This is an optimization exercise on Yosys and OpenROAD, whose aim is small area, not a production implementation.
Function was checked by simulation only, so behaviour that the tests miss may differ from the original.
Power is estimated from default activity; no workload was simulated.

==> xenon <==
## ALU_ft
module ALU_ft (
    input              clk,
    input              rst,
    input      [31:0]  A,
    input      [31:0]  B,
    input      [2:0]   ALUControl,
    output reg [31:0]  Result,
    output reg         Zero,
    output reg         Carry,
    output reg         OverFlow,
    output             Negative,
    output reg         fault_detected_out
);
clock: 6.0 ns
lec_check: 0
cap_margin: 10
core_margin: 2
core_utilization: 40
slew_margin: 10
synth_hierarchical: 1
standard.sh (not shown) runs the stock make flow with config.mk's settings and CLKGATE_MAP_FILE= SYNTH_SCRIPT=/design/flow/synth_recipe.tcl, a recipe that flattens the netlist after the stock synthesis.
==> flow/flow/run.sh <==
#!/bin/bash
# Own flow: the standard layout (standard.sh, unchanged synthesis) with
#  - the synthesized netlist's combinational cells set to drive strength 1
#    (flow/downsize.py) before floorplanning; the flow's repair steps size
#    them up again where needed;
#  - port buffers made sky130_fd_sc_hd__buf_1 (BUFFER_PORTS_ARGS);
#  - clock tree synthesis without dummy loads, with clkbuf_4 buffers
#    (CTS_ARGS; the rest as cts.tcl sets them).
# Every tool's full output stays in orfs/logs/ under this folder; make's
# output goes to synth.log and layout.log here, downsize.py's to downsize.log.
set -euo pipefail
export BUFFER_PORTS_ARGS="-buffer_cell sky130_fd_sc_hd__buf_1"
export CTS_ARGS="-repair_clock_nets -buf_list sky130_fd_sc_hd__clkbuf_16 -dont_use_dummy_load"
res=orfs/results/$FLOW_PLATFORM/ALU_ft/base
bash standard.sh synth > synth.log 2>&1
python3 flow/downsize.py $res/1_2_yosys.v $FLOW_HOME/platforms/$FLOW_PLATFORM/lib/sky130_fd_sc_hd__tt_025C_1v80.lib > downsize.log 2>&1
touch $res/1_2_yosys.v $res/1_2_yosys.sdc
rm -f $res/1_synth.odb $res/1_synth.sdc
bash standard.sh finish > layout.log 2>&1
test -f out/final.def
==> flow/flow/downsize.py <==
#!/usr/bin/env python3
"""Sets every combinational cell of a synthesized netlist to its smallest
drive strength variant (same function and pins).
Flip-flops, latches, tie cells and other special cells are left alone.
The layout flow's repair steps upsize cells again where timing, slew or
capacitance need it.  Usage: downsize.py NETLIST LIBERTY"""
import re, sys

net, lib = sys.argv[1], sys.argv[2]
area = {}
text = open(lib).read()
heads = [(m.start(), m.group(1)) for m in re.finditer(r'^\s*cell\s*\(\s*"?(sky130_fd_sc_hd__\w+?)"?\s*\)', text, re.M)]
for k, (pos, name) in enumerate(heads):
    end = heads[k + 1][0] if k + 1 < len(heads) else len(text)
    m = re.search(r'\barea\s*:\s*([0-9.]+)', text[pos:end])
    if m:
        area[name] = float(m.group(1))
variants = {}
for name in area:
    m = re.match(r'(sky130_fd_sc_hd__[a-z0-9]+?)_(\d+)$', name)
    if m:
        variants.setdefault(m.group(1), []).append(m.group(2))
skip = re.compile(r'sky130_fd_sc_hd__(df|edf|sdf|sedf|dl|conb|tap|fill|decap|diode|probe|lpflow|clk)')
pat = re.compile(r'^(\s*)(sky130_fd_sc_hd__[a-z0-9]+?)_(\d+)(\s)', re.M)
count = {}
def repl(m):
    base, size = m.group(2), m.group(3)
    cur = f'{base}_{size}'
    if skip.match(base + '_') or cur not in area:
        return m.group(0)
    # smallest variant; on a tie keep the current one, else prefer _1
    best = min(variants[base], key=lambda v: (area[f'{base}_{v}'], v != size, v != '1'))
    if best == size:
        return m.group(0)
    count[cur] = count.get(cur, 0) + 1
    return f'{m.group(1)}{base}_{best}{m.group(4)}'
text = pat.sub(repl, open(net).read())
open(net, 'w').write(text)
for k, v in sorted(count.items()):
    print(f'downsized {v} x {k}')
==> tundra: changes against xenon <==
--- a/flow/flow/run.sh
+++ b/flow/flow/run.sh
@@ -5,16 +5,16 @@
 #    them up again where needed;
 #  - port buffers made sky130_fd_sc_hd__buf_1 (BUFFER_PORTS_ARGS);
 #  - clock tree synthesis without dummy loads, with clkbuf_4 buffers
 #    (CTS_ARGS; the rest as cts.tcl sets them).
 # Every tool's full output stays in orfs/logs/ under this folder; make's
 # output goes to synth.log and layout.log here, downsize.py's to downsize.log.
 set -euo pipefail
 export BUFFER_PORTS_ARGS="-buffer_cell sky130_fd_sc_hd__buf_1"
-export CTS_ARGS="-repair_clock_nets -buf_list sky130_fd_sc_hd__clkbuf_16 -dont_use_dummy_load"
+export CTS_ARGS="-sink_clustering_enable -repair_clock_nets -buf_list sky130_fd_sc_hd__clkbuf_8 -sink_clustering_size 40 -sink_clustering_max_diameter 200 -dont_use_dummy_load"
 res=orfs/results/$FLOW_PLATFORM/ALU_ft/base
 bash standard.sh synth > synth.log 2>&1
 python3 flow/downsize.py $res/1_2_yosys.v $FLOW_HOME/platforms/$FLOW_PLATFORM/lib/sky130_fd_sc_hd__tt_025C_1v80.lib > downsize.log 2>&1
 touch $res/1_2_yosys.v $res/1_2_yosys.sdc
 rm -f $res/1_synth.odb $res/1_synth.sdc
 bash standard.sh finish > layout.log 2>&1
 test -f out/final.def
==> lagoon: changes against xenon <==
--- a/flow/design.v
+++ b/flow/design.v
@@ -17,19 +17,16 @@
     assign y = ~(a & b & c & d);
 endmodule
 module c_and2(input a, input b, output y);
     assign y = a & b;
 endmodule
 module c_or4(input a, input b, input c, input d, output y);
     assign y = a | b | c | d;
 endmodule
-module c_nor4(input a, input b, input c, input d, output y);
-    assign y = ~(a | b | c | d);
-endmodule
 module c_inv(input a, output y);
     assign y = ~a;
 endmodule
 module c_a21o(input a1, input a2, input b1, output y);
     assign y = (a1 & a2) | b1;
 endmodule
 module c_a21oi(input a1, input a2, input b1, output y);
     assign y = ~((a1 & a2) | b1);
@@ -689,30 +686,36 @@
     c_nand2 u473 (.a(sh[2]), .b(sell), .y(rb[29]));
     c_nand2 u474 (.a(ra[29]), .b(rb[29]), .y(res[29]));
     c_a222oi u475 (.a1(xs[30]), .a2(selx), .b1(g[30]), .b2(selg), .c1(sh[30]), .c2(selr), .y(ra[30]));
     c_nand2 u476 (.a(sh[1]), .b(sell), .y(rb[30]));
     c_nand2 u477 (.a(ra[30]), .b(rb[30]), .y(res[30]));
     c_a222oi u478 (.a1(xs[31]), .a2(selx), .b1(g[31]), .b2(selg), .c1(sh[31]), .c2(selr), .y(ra[31]));
     c_nand2 u479 (.a(sh[0]), .b(sell), .y(rb[31]));
     c_nand2 u480 (.a(ra[31]), .b(rb[31]), .y(res[31]));
-    wire [7:0] z4;
-    wire [1:0] zn16;
-    c_nor4 u481 (.a(res[0]), .b(res[1]), .c(res[2]), .d(res[3]), .y(z4[0]));
-    c_nor4 u482 (.a(res[4]), .b(res[5]), .c(res[6]), .d(res[7]), .y(z4[1]));
-    c_nor4 u483 (.a(res[8]), .b(res[9]), .c(res[10]), .d(res[11]), .y(z4[2]));
-    c_nor4 u484 (.a(res[12]), .b(res[13]), .c(res[14]), .d(res[15]), .y(z4[3]));
-    c_nor4 u485 (.a(res[16]), .b(res[17]), .c(res[18]), .d(res[19]), .y(z4[4]));
-    c_nor4 u486 (.a(res[20]), .b(res[21]), .c(res[22]), .d(res[23]), .y(z4[5]));
-    c_nor4 u487 (.a(res[24]), .b(res[25]), .c(res[26]), .d(res[27]), .y(z4[6]));
-    c_nor4 u488 (.a(res[28]), .b(res[29]), .c(res[30]), .d(res[31]), .y(z4[7]));
-    c_nand4 u489 (.a(z4[0]), .b(z4[1]), .c(z4[2]), .d(z4[3]), .y(zn16[0]));
-    c_nand4 u490 (.a(z4[4]), .b(z4[5]), .c(z4[6]), .d(z4[7]), .y(zn16[1]));
-    c_nor2 u491 (.a(zn16[0]), .b(zn16[1]), .y(z));
-    c_inv u492 (.a(z), .y(nz));
+    wire [7:0] o4;
+    wire [3:0] z8;
+    wire [1:0] z16;
+    c_or4 u481 (.a(res[0]), .b(res[1]), .c(res[2]), .d(res[3]), .y(o4[0]));
+    c_or4 u482 (.a(res[4]), .b(res[5]), .c(res[6]), .d(res[7]), .y(o4[1]));
+    c_or4 u483 (.a(res[8]), .b(res[9]), .c(res[10]), .d(res[11]), .y(o4[2]));
+    c_or4 u484 (.a(res[12]), .b(res[13]), .c(res[14]), .d(res[15]), .y(o4[3]));
+    c_or4 u485 (.a(res[16]), .b(res[17]), .c(res[18]), .d(res[19]), .y(o4[4]));
+    c_or4 u486 (.a(res[20]), .b(res[21]), .c(res[22]), .d(res[23]), .y(o4[5]));
+    c_or4 u487 (.a(res[24]), .b(res[25]), .c(res[26]), .d(res[27]), .y(o4[6]));
+    c_or4 u488 (.a(res[28]), .b(res[29]), .c(res[30]), .d(res[31]), .y(o4[7]));
+    c_nor2 u489 (.a(o4[0]), .b(o4[1]), .y(z8[0]));
+    c_nor2 u490 (.a(o4[2]), .b(o4[3]), .y(z8[1]));
+    c_nor2 u491 (.a(o4[4]), .b(o4[5]), .y(z8[2]));
+    c_nor2 u492 (.a(o4[6]), .b(o4[7]), .y(z8[3]));
+    wire n16a, n16b;
+    c_nand2 u493 (.a(z8[0]), .b(z8[1]), .y(n16a));
+    c_nand2 u494 (.a(z8[2]), .b(z8[3]), .y(n16b));
+    c_nor2 u495 (.a(n16a), .b(n16b), .y(z));
+    c_inv u496 (.a(z), .y(nz));
 endmodule
 `timescale 1ns / 1ps
 module ALU_ft (
     input              clk,
     input              rst,
     input      [31:0]  A,
     input      [31:0]  B,
     input      [2:0]   ALUControl,
@@ -731,16 +734,17 @@
         .ALUControl(ALUControl),
         .res(res),
         .z(z),
         .nz(nz),
         .cout(cout),
         .c31(c31)
     );
     reg        q;
+    reg        t2_valid;
     reg        mism;
     reg [31:0] t2;
     wire f     = fault_detected_out;
     wire s3    = q & f;
     wire load  = q & (f | ~mism);
     wire nload = ~load;
     wire arith = ~ALUControl[2] & ~ALUControl[1];
     wire [31:0] r_d;
@@ -752,23 +756,22 @@
     endgenerate
     wire [31:0] t2_d;
     wire ns3 = ~s3;
     generate
         for (i = 0; i < 32; i = i + 1) begin : t2hold
             c_o22a u_t (.a1(res[i]), .a2(s3), .b1(t2[i]), .b2(ns3), .y(t2_d[i]));
         end
     endgenerate
-    wire zero_d, carry_d, ovf_d, mism_d, cmp_r;
-    wire nmism = ~mism;
+    wire zero_d, carry_d, ovf_d, mism_d;
+    wire nt2v = ~t2_valid;
     c_o22a u_zd (.a1(z), .a2(nload), .b1(Zero), .b2(load), .y(zero_d));
     c_o22a u_cd (.a1(arith & cout), .a2(nload), .b1(Carry), .b2(load), .y(carry_d));
     c_o22a u_vd (.a1(arith & (cout ^ c31)), .a2(nload), .b1(OverFlow), .b2(load), .y(ovf_d));
-    c_o22a u_mc (.a1(ne), .a2(mism), .b1(nz), .b2(nmism), .y(cmp_r));
-    assign mism_d = ~q & cmp_r;
+    c_o22a u_md (.a1(ne), .a2(nt2v), .b1(nz), .b2(t2_valid), .y(mism_d));
     wire [31:0] eq;
     wire [7:0]  e4n;
     wire [3:0]  e8;
     wire        ne;
     generate
         for (i = 0; i < 32; i = i + 1) begin : cmp
             c_xnor2 u_x (.a(res[i]), .b(t2[i]), .y(eq[i]));
         end
@@ -779,33 +782,30 @@
             c_nor2 u_r (.a(e4n[2*i]), .b(e4n[2*i+1]), .y(e8[i]));
         end
     endgenerate
     c_nand4 u_ne (.a(e8[0]), .b(e8[1]), .c(e8[2]), .d(e8[3]), .y(ne));
     always @(posedge clk or negedge rst) begin
         if (!rst) begin
             q                  <= 1'b0;
             fault_detected_out <= 1'b0;
+            t2_valid           <= 1'b0;
             Result             <= 32'b0;
             Zero               <= 1'b0;
             Carry              <= 1'b0;
             OverFlow           <= 1'b0;
         end
         else begin
             q                  <= ~q | (~f & mism);
             fault_detected_out <= q & (f | mism);
+            t2_valid           <= 1'b1;
             Result             <= r_d;
             Zero               <= zero_d;
             Carry              <= carry_d;
             OverFlow           <= ovf_d;
         end
     end
-    always @(posedge clk or negedge rst) begin
-        if (!rst)
-            mism <= 1'b1;
-        else
-            mism <= mism_d;
-    end
     always @(posedge clk) begin
-        t2 <= t2_d;
+        mism <= mism_d;
+        t2   <= t2_d;
     end
     assign Negative = Result[31];
 endmodule
==> flow/flow/run.sh (replaced) <==
#!/bin/bash
# Own flow: the standard layout (standard.sh, unchanged synthesis) with
#  - port buffers made sky130_fd_sc_hd__buf_1 (BUFFER_PORTS_ARGS);
#  - clock tree synthesis without dummy loads, with clkbuf_4 buffers
#    (CTS_ARGS; the rest as cts.tcl sets them).
# Every tool's full output stays in orfs/logs/ under this folder; make's
# output goes to layout.log here.
set -euo pipefail
export BUFFER_PORTS_ARGS="-buffer_cell sky130_fd_sc_hd__buf_1"
export CTS_ARGS="-sink_clustering_enable -repair_clock_nets -buf_list sky130_fd_sc_hd__clkbuf_4 -sink_clustering_size 30 -dont_use_dummy_load"
bash standard.sh finish > layout.log 2>&1
test -f out/final.def
removed: flow/flow/downsize.py
==> quartz: changes against xenon <==
==> flow/flow/run.sh (replaced) <==
#!/bin/bash
# Own flow: the standard layout (standard.sh, unchanged synthesis) with
#  - the synthesized netlist's combinational cells set to drive strength 1
#    (flow/downsize.py) before floorplanning; the flow's repair steps size
#    them up again where needed;
#  - port buffers made sky130_fd_sc_hd__buf_1 (BUFFER_PORTS_ARGS);
#  - clock tree synthesis without dummy loads, with clkbuf_4 buffers
#    (CTS_ARGS; the rest as cts.tcl sets them);
#  - after global routing, repair_timing -recover_power 100 sizes cells on
#    paths with positive slack back down (RECOVER_POWER).
# Every tool's full output stays in orfs/logs/ under this folder; make's
# output goes to synth.log and layout.log here, downsize.py's to downsize.log.
set -euo pipefail
export BUFFER_PORTS_ARGS="-buffer_cell sky130_fd_sc_hd__buf_1"
export CTS_ARGS="-sink_clustering_enable -repair_clock_nets -buf_list sky130_fd_sc_hd__clkbuf_4 -sink_clustering_size 30 -dont_use_dummy_load"
export RECOVER_POWER=100
res=orfs/results/$FLOW_PLATFORM/ALU_ft/base
bash standard.sh synth > synth.log 2>&1
python3 flow/downsize.py $res/1_2_yosys.v $FLOW_HOME/platforms/$FLOW_PLATFORM/lib/sky130_fd_sc_hd__tt_025C_1v80.lib > downsize.log 2>&1
touch $res/1_2_yosys.v $res/1_2_yosys.sdc
rm -f $res/1_synth.odb $res/1_synth.sdc
bash standard.sh finish > layout.log 2>&1
test -f out/final.def
==> comparison <==
xenon passed the timing, DRC and antenna checks. lagoon completed with no timing, DRC or antenna violations. tundra completed without violations. quartz produced a layout that fails on max-capacitance violations, max-slew violations.
Against lagoon, the global-route usage of xenon is higher by 2.7 points.
In die area, quartz and tundra do not differ.
Against lagoon, the sequential power of xenon is smaller by 13%.
Against xenon, the hold slack of quartz is better by 0.0091 ns.
Fmax, lowest first: quartz, tundra, xenon, lagoon.
Core utilization: lagoon < quartz < tundra < xenon.
==> figures <==
| item | quartz | tundra | xenon | lagoon |
|---|---|---|---|---|
| Result of the run | failed layout checks | timing/DRC/antenna clean | timing/DRC/antenna clean | timing/DRC/antenna clean |
| Reasons for failing layout checks | max-capacitance violations, max-slew violations | - | - | - |
| FMAX | 0.1752 GHz | 0.1759 GHz | 0.1791 GHz | 0.1879 GHz |
| Required @ worst endpoint | 6.34 ns | 6.27 ns | 6.25 ns | 6.29 ns |
| Seq_cells | 70 | 70 | 70 | 71 |
| Met2 wire length | 10,570 um | 10,490 um | 10,650 um | 9177 um |
| Clk slew on worst S/H paths | 0.09 ns | 0.06 ns | 0.05 ns | 0.09 ns |
| Area share of buffers outside the clock network | 8.237% | 8.336% | 8.208% | 7.960% |
| Standard cell area after detailed placement | 6779 um2 | 6779 um2 | 6779 um2 | 6972 um2 |
| Count of TritonRoute iterations in the first routing pass | 10 | 10 | 9 | 7 |
| Share of the final layout cell area in sequential cells | 23.30% | 23.07% | 22.72% | 22.89% |
| Switching Share | 42.59% | 41.37% | 39.64% | 42.25% |
| Share of total power in the clock network | 10.0% | 13.1% | 18.6% | 8.9% |
| Worst VDD drop | 0.0002206 V | 0.0002296 V | 0.0002514 V | 0.0002526 V |

[afterwards: timing with drivers on the ports]
How much do the figures lean on ideal ports? The routed layouts below were timed once more, with nothing changed but the port constraints.
Step 1, drivers: a clkbuf_16 drives clk and a buf_2 each remaining input, both assumed.
Step 2 moves the port delays by t, midway between the first and last clock arrival at a register: inputs arrive t later, outputs are due t later. That takes back most of the time a late clock gives input paths.
Three values: ideal, step 1, step 2; two values: the first two.
run	shift t [ns]	setup WS [ns]	hold slack, ns	latest minus earliest clock arrival (ns)
xenon	0.356	0.418 / 0.431 / 0.075	0.481 / 0.481 / 0.481	0.012 / 0.012
tundra	0.365	0.315 / 0.324 / -0.041	0.484 / 0.484 / 0.484	0.018 / 0.018
lagoon	0.416	0.677 / 0.680 / 0.264	0.488 / 0.488 / 0.488	0.028 / 0.028
quartz	0.423	0.292 / 0.298 / -0.125	0.490 / 0.490 / 0.490	0.031 / 0.030
The setup slack of quartz, which loses most, moves by +0.006 ns with the drivers and by -0.417 ns with both steps.
